This design comes from an exercise in tuning for small area and a short achievable clock period on the open sky130 flow, not from production work. Power and IR drop assume default switching activity.

==> flow/design.v <==
module alu_reg (
  input clk,
  input [7:0] a,
  input [7:0] b,
  input [3:0] mode,
  output reg [7:0] s,
  output reg cout
);
  reg [7:0] a_q, b_q;
  reg [3:0] mode_q;
  wire [7:0] s_w;
  wire cout_w;
  alu_8_bits alu (.s(s_w), .cout(cout_w), .mode(mode_q), .a(a_q), .b(b_q));
  always @(posedge clk) begin
    a_q <= a;
    b_q <= b;
    mode_q <= mode;
    s <= s_w;
    cout <= cout_w;
  end
endmodule

`timescale 1ns / 1ps
module alu_rcs #(parameter W = 2) (x, y, dif, nb);
  input  [W-1:0] x, y;
  output [W-1:0] dif;
  output         nb;
  wire [W:0] c;
  wire [W-1:0] yn = ~y;
  assign c[0] = 1'b1;
  genvar i;
  generate for (i = 0; i < W; i = i + 1) begin : bit_
    assign c[i+1] = (x[i] & yn[i]) | ((x[i] | yn[i]) & c[i]);
  end endgenerate
  assign dif = x ^ yn ^ c[W-1:0];
  assign nb = c[W];
endmodule
module alu_div4_step #(parameter W = 2) (t, d1, d2, d3, hz1, hz2, hz3, q, r);
  input  [W-1:0] t, d1, d2, d3;
  input          hz1, hz2, hz3;
  output [1:0]   q;
  output [W-1:0] r;
  wire [W-1:0] y1, y2, y3;
  wire c1, c2, c3;
  alu_rcs #(W) u1 (.x(t), .y(d1), .dif(y1), .nb(c1));
  alu_rcs #(W) u2 (.x(t), .y(d2), .dif(y2), .nb(c2));
  alu_rcs #(W) u3 (.x(t), .y(d3), .dif(y3), .nb(c3));
  wire ge1 = hz1 & c1;
  wire ge2 = hz2 & c2;
  wire ge3 = hz3 & c3;
  assign q = {ge2, ge3 | (ge1 & ~ge2)};
  assign r = ge3 ? y3 : ge2 ? y2 : ge1 ? y1 : t;
endmodule
module alu_mul9(a, b, p);
  input [7:0] a, b;
  output [8:0] p;
  wire mw1 = (a[0] & b[6]) ^ (a[1] & b[5]);
  wire mw2 = (a[0] & b[6]) & (a[1] & b[5]);
  wire mw3 = (a[0] & b[7]) ^ (a[1] & b[6]) ^ (a[2] & b[5]);
  wire mw4 = ((a[0] & b[7]) & (a[1] & b[6])) | ((a[0] & b[7]) & (a[2] & b[5])) | ((a[1] & b[6]) & (a[2] & b[5]));
  wire mw5 = (a[3] & b[4]) ^ (a[4] & b[3]);
  wire mw6 = (a[3] & b[4]) & (a[4] & b[3]);
  wire mw7 = (a[0] & b[4]) ^ (a[1] & b[3]);
  wire mw8 = (a[0] & b[4]) & (a[1] & b[3]);
  wire mw9 = (a[0] & b[5]) ^ (a[1] & b[4]) ^ (a[2] & b[3]);
  wire mw10 = ((a[0] & b[5]) & (a[1] & b[4])) | ((a[0] & b[5]) & (a[2] & b[3])) | ((a[1] & b[4]) & (a[2] & b[3]));
  wire mw11 = (a[3] & b[2]) ^ (a[4] & b[1]);
  wire mw12 = (a[3] & b[2]) & (a[4] & b[1]);
  wire mw13 = (a[2] & b[4]) ^ (a[3] & b[3]) ^ (a[4] & b[2]);
  wire mw14 = ((a[2] & b[4]) & (a[3] & b[3])) | ((a[2] & b[4]) & (a[4] & b[2])) | ((a[3] & b[3]) & (a[4] & b[2]));
  wire mw15 = (a[5] & b[1]) ^ (a[6] & b[0]) ^ mw1;
  wire mw16 = ((a[5] & b[1]) & (a[6] & b[0])) | ((a[5] & b[1]) & mw1) | ((a[6] & b[0]) & mw1);
  wire mw17 = (a[5] & b[2]) ^ (a[6] & b[1]) ^ (a[7] & b[0]);
  wire mw18 = ((a[5] & b[2]) & (a[6] & b[1])) | ((a[5] & b[2]) & (a[7] & b[0])) | ((a[6] & b[1]) & (a[7] & b[0]));
  wire mw19 = mw3 ^ mw5 ^ mw2;
  wire mw20 = (mw3 & mw5) | (mw3 & mw2) | (mw5 & mw2);
  wire mw21 = (a[0] & b[3]) ^ (a[1] & b[2]);
  wire mw22 = (a[0] & b[3]) & (a[1] & b[2]);
  wire mw23 = (a[2] & b[2]) ^ (a[3] & b[1]) ^ (a[4] & b[0]);
  wire mw24 = ((a[2] & b[2]) & (a[3] & b[1])) | ((a[2] & b[2]) & (a[4] & b[0])) | ((a[3] & b[1]) & (a[4] & b[0]));
  wire mw25 = (a[5] & b[0]) ^ mw9 ^ mw11;
  wire mw26 = ((a[5] & b[0]) & mw9) | ((a[5] & b[0]) & mw11) | (mw9 & mw11);
  wire mw27 = mw13 ^ mw15 ^ mw10;
  wire mw28 = (mw13 & mw15) | (mw13 & mw10) | (mw15 & mw10);
  wire mw29 = mw17 ^ mw19 ^ mw14;
  wire mw30 = (mw17 & mw19) | (mw17 & mw14) | (mw19 & mw14);
  wire mw31 = (a[0] & b[2]) ^ (a[1] & b[1]);
  wire mw32 = (a[0] & b[2]) & (a[1] & b[1]);
  wire mw33 = (a[2] & b[1]) ^ (a[3] & b[0]) ^ mw21;
  wire mw34 = ((a[2] & b[1]) & (a[3] & b[0])) | ((a[2] & b[1]) & mw21) | ((a[3] & b[0]) & mw21);
  wire mw35 = mw7 ^ mw23 ^ mw22;
  wire mw36 = (mw7 & mw23) | (mw7 & mw22) | (mw23 & mw22);
  wire mw37 = mw8 ^ mw25 ^ mw24;
  wire mw38 = (mw8 & mw25) | (mw8 & mw24) | (mw25 & mw24);
  wire mw39 = mw12 ^ mw27 ^ mw26;
  wire mw40 = (mw12 & mw27) | (mw12 & mw26) | (mw27 & mw26);
  wire mw41 = mw16 ^ mw29 ^ mw28;
  wire mw42 = (mw16 & mw29) | (mw16 & mw28) | (mw29 & mw28);
  wire mw43 = (a[0] & b[1]) ^ (a[1] & b[0]);
  wire mw44 = (a[0] & b[1]) & (a[1] & b[0]);
  wire mw45 = (a[2] & b[0]) ^ mw31 ^ mw44;
  wire mw46 = ((a[2] & b[0]) & mw31) | ((a[2] & b[0]) & mw44) | (mw31 & mw44);
  wire mw47 = mw33 ^ mw32 ^ mw46;
  wire mw48 = (mw33 & mw32) | (mw33 & mw46) | (mw32 & mw46);
  wire mw49 = mw35 ^ mw34 ^ mw48;
  wire mw50 = (mw35 & mw34) | (mw35 & mw48) | (mw34 & mw48);
  wire mw51 = mw37 ^ mw36 ^ mw50;
  wire mw52 = (mw37 & mw36) | (mw37 & mw50) | (mw36 & mw50);
  wire mw53 = mw39 ^ mw38 ^ mw52;
  wire mw54 = (mw39 & mw38) | (mw39 & mw52) | (mw38 & mw52);
  wire mw55 = mw41 ^ mw40 ^ mw54;
  wire mw56 = (mw41 & mw40) | (mw41 & mw54) | (mw40 & mw54);
  wire mw57 = (a[1] & b[7]) ^ (a[2] & b[6]) ^ (a[3] & b[5]) ^ (a[4] & b[4]) ^ (a[5] & b[3]) ^ (a[6] & b[2]) ^ (a[7] & b[1]) ^ mw4 ^ mw6 ^ mw18 ^ mw20 ^ mw30 ^ mw42 ^ mw56;
  assign p = {mw57, mw55, mw53, mw51, mw49, mw47, mw45, mw43, (a[0] & b[0])};
endmodule
module alu_8_bits(s, cout, mode, a, b);
  input [7:0] a, b;
  input [3:0] mode;
  output [7:0] s;
  output cout;
  wire [15:0] m = 16'd1 << mode;
  wire sub = m[1] | m[14];
  wire [7:0] bb = b ^ {8{sub}};
  wire [7:0] p = a ^ bb;
  wire [8:0] c;
  assign c[0] = sub;
  genvar j;
  generate for (j = 0; j < 8; j = j + 1) begin : add_
    assign c[j+1] = (a[j] & bb[j]) | (p[j] & c[j]);
  end endgenerate
  wire [8:0] sum = {c[8] ^ sub, p ^ c[7:0]};
  wire eq = ~|p;
  wire gt = c[8] & ~&p;
  wire [7:0] g = a & b;
  wire G = m[8] | m[9] | m[11] | m[12];
  wire P = m[9] | m[10] | m[11] | m[13];
  wire inv = m[11] | m[12] | m[13];
  wire lg = m[8] | m[9] | m[10] | inv;
  wire [7:0] f = ((g & {8{G}}) | (p & {8{P}})) ^ {8{inv}};
  wire [8:0] prod;
  alu_mul9 mul (.a(a), .b(b), .p(prod));
  wire [9:0] b3 = {2'b0, b} + {1'b0, b, 1'b0};
  wire [1:0] qa, qb, qc, qd;
  wire [1:0] ra; wire [3:0] rb; wire [5:0] rc; wire [7:0] rd;
  alu_div4_step #(2) d3s (.t(a[7:6]), .d1(b[1:0]), .d2({b[0], 1'b0}), .d3(b3[1:0]),
    .hz1(b[7:2] == 0), .hz2(b[7:1] == 0), .hz3(b <= 8'd1), .q(qa), .r(ra));
  alu_div4_step #(4) d2s (.t({ra, a[5:4]}), .d1(b[3:0]), .d2({b[2:0], 1'b0}), .d3(b3[3:0]),
    .hz1(b[7:4] == 0), .hz2(b[7:3] == 0), .hz3(b <= 8'd5), .q(qb), .r(rb));
  alu_div4_step #(6) d1s (.t({rb, a[3:2]}), .d1(b[5:0]), .d2({b[4:0], 1'b0}), .d3(b3[5:0]),
    .hz1(b[7:6] == 0), .hz2(b[7:5] == 0), .hz3(b <= 8'd21), .q(qc), .r(rc));
  alu_div4_step #(8) d0s (.t({rc, a[1:0]}), .d1(b[7:0]), .d2({b[6:0], 1'b0}), .d3(b3[7:0]),
    .hz1(1'b1), .hz2(~b[7]), .hz3(b <= 8'd85), .q(qd), .r(rd));
  wire [7:0] quo = {qa, qb, qc, qd} & {8{|b}};
  wire ar  = m[0] | m[1];
  wire shl = m[4] | m[6];
  wire shr = m[5] | m[7];
  assign s = (sum[7:0] & {8{ar}}) | (prod[7:0] & {8{m[2]}}) | (quo & {8{m[3]}})
           | (f & {8{lg}}) | ({a[6:0], 1'b0} & {8{shl}}) | ({1'b0, a[7:1]} & {8{shr}})
           | {7'd0, (m[6] & a[7]) | (m[14] & gt) | (m[15] & eq)} | {m[7] & a[0], 7'd0};
  assign cout = (ar & sum[8]) | (m[2] & prod[8]) | (m[4] & a[7]) | inv;
endmodule
export LEC_CHECK = 0
export ABC_AREA = 1
export CAP_MARGIN = 20
export CORE_MARGIN = 2
export CORE_UTILIZATION = 40
export SLEW_MARGIN = 20
create_clock -name core_clock -period 11.0 [get_ports {clk}]
run.sh (not shown) runs the stock make flow with config.mk's settings and CLKGATE_MAP_FILE= SYNTH_SCRIPT=/design/flow/synth_recipe.tcl, a recipe that flattens the netlist after the stock synthesis.
Change:
--- a/flow/design.v
+++ b/flow/design.v
@@ -23,19 +23,56 @@
 `timescale 1ns / 1ps
 module alu_rcs #(parameter W = 2) (x, y, dif, nb);
   input  [W-1:0] x, y;
   output [W-1:0] dif;
   output         nb;
-  wire [W:0] c;
+  localparam L = (W <= 1) ? 1 : $clog2(W);
   wire [W-1:0] yn = ~y;
-  assign c[0] = 1'b1;
-  genvar i;
-  generate for (i = 0; i < W; i = i + 1) begin : bit_
-    assign c[i+1] = (x[i] & yn[i]) | ((x[i] | yn[i]) & c[i]);
+  wire [W-1:0] g [0:L];
+  wire [W-1:0] p [0:L];
+  assign g[0] = (x & yn) | {{(W-1){1'b0}}, x[0] | yn[0]};
+  assign p[0] = x | yn;
+  genvar l, i;
+  generate for (l = 0; l < L; l = l + 1) begin : lvl
+    for (i = 0; i < W; i = i + 1) begin : bit_
+      if ((i >> l) & 1) begin : join_
+        localparam integer J = ((i >> l) << l) - 1;
+        assign g[l+1][i] = g[l][i] | (p[l][i] & g[l][J]);
+        assign p[l+1][i] = p[l][i] & p[l][J];
+      end else begin : pass_
+        assign g[l+1][i] = g[l][i];
+        assign p[l+1][i] = p[l][i];
+      end
+    end
   end endgenerate
-  assign dif = x ^ yn ^ c[W-1:0];
-  assign nb = c[W];
+  assign dif = x ^ yn ^ {g[L][W-2:0], 1'b1};
+  assign nb = g[L][W-1];
+endmodule
+module alu_pfa #(parameter W = 2) (x, y, sum, co);
+  input  [W-1:0] x, y;
+  output [W-1:0] sum;
+  output         co;
+  localparam L = (W <= 1) ? 1 : $clog2(W);
+  wire [W-1:0] g [0:L];
+  wire [W-1:0] p [0:L];
+  assign g[0] = x & y;
+  assign p[0] = x | y;
+  genvar l, i;
+  generate for (l = 0; l < L; l = l + 1) begin : lvl
+    for (i = 0; i < W; i = i + 1) begin : bit_
+      if ((i >> l) & 1) begin : join_
+        localparam integer J = ((i >> l) << l) - 1;
+        assign g[l+1][i] = g[l][i] | (p[l][i] & g[l][J]);
+        assign p[l+1][i] = p[l][i] & p[l][J];
+      end else begin : pass_
+        assign g[l+1][i] = g[l][i];
+        assign p[l+1][i] = p[l][i];
+      end
+    end
+  end endgenerate
+  assign sum = x ^ y ^ {g[L][W-2:0], 1'b0};
+  assign co = g[L][W-1];
 endmodule
 module alu_div4_step #(parameter W = 2) (t, d1, d2, d3, hz1, hz2, hz3, q, r);
   input  [W-1:0] t, d1, d2, d3;
   input          hz1, hz2, hz3;
   output [1:0]   q;
@@ -137,11 +174,13 @@
   wire inv = m[11] | m[12] | m[13];
   wire lg = m[8] | m[9] | m[10] | inv;
   wire [7:0] f = ((g & {8{G}}) | (p & {8{P}})) ^ {8{inv}};
   wire [8:0] prod;
   alu_mul9 mul (.a(a), .b(b), .p(prod));
-  wire [9:0] b3 = {2'b0, b} + {1'b0, b, 1'b0};
+  wire [7:0] b3s; wire b3c;
+  alu_pfa #(8) b3a (.x({1'b0, b[7:1]}), .y(b), .sum(b3s), .co(b3c));
+  wire [9:0] b3 = {b3c, b3s, b[0]};
   wire [1:0] qa, qb, qc, qd;
   wire [1:0] ra; wire [3:0] rb; wire [5:0] rc; wire [7:0] rd;
   alu_div4_step #(2) d3s (.t(a[7:6]), .d1(b[1:0]), .d2({b[0], 1'b0}), .d3(b3[1:0]),
     .hz1(b[7:2] == 0), .hz2(b[7:1] == 0), .hz3(b <= 8'd1), .q(qa), .r(ra));
   alu_div4_step #(4) d2s (.t({ra, a[5:4]}), .d1(b[3:0]), .d2({b[2:0], 1'b0}), .d3(b3[3:0]),
Effect: Global-route usage goes up by 0.99 points. Cell area went up by 7.8%. Total power is higher by 6.6%. Clock power came out lower by about 5%. Critical path depth falls by 7.
No functional check of the RTL was part of any run of this note.

what the ideal ports hide:
How much do the figures lean on ideal ports? The routed layouts below were timed once more, with nothing changed but the port constraints. Step 1 assumes that a clkbuf_16 drives the clock port and a buf_2 every other input. Step 2 also shifts input and output timing later by t, the mid clock arrival at the registers, as if the neighbouring blocks saw the same clock. Three values: no drivers, after step 1, after step 2; two values: the first two.
run | shift t [ns] | setup WS [ns] | worst setup path after step 2 | clock arrival spread, ns
the first run | 0.322 | 4.186 / 4.186 / 4.186 | register to register | 0.008 / 0.008
the second run | 0.334 | 4.929 / 4.929 / 4.929 | register to register | 0.011 / 0.012
After both steps setup and hold are still met in every run listed.
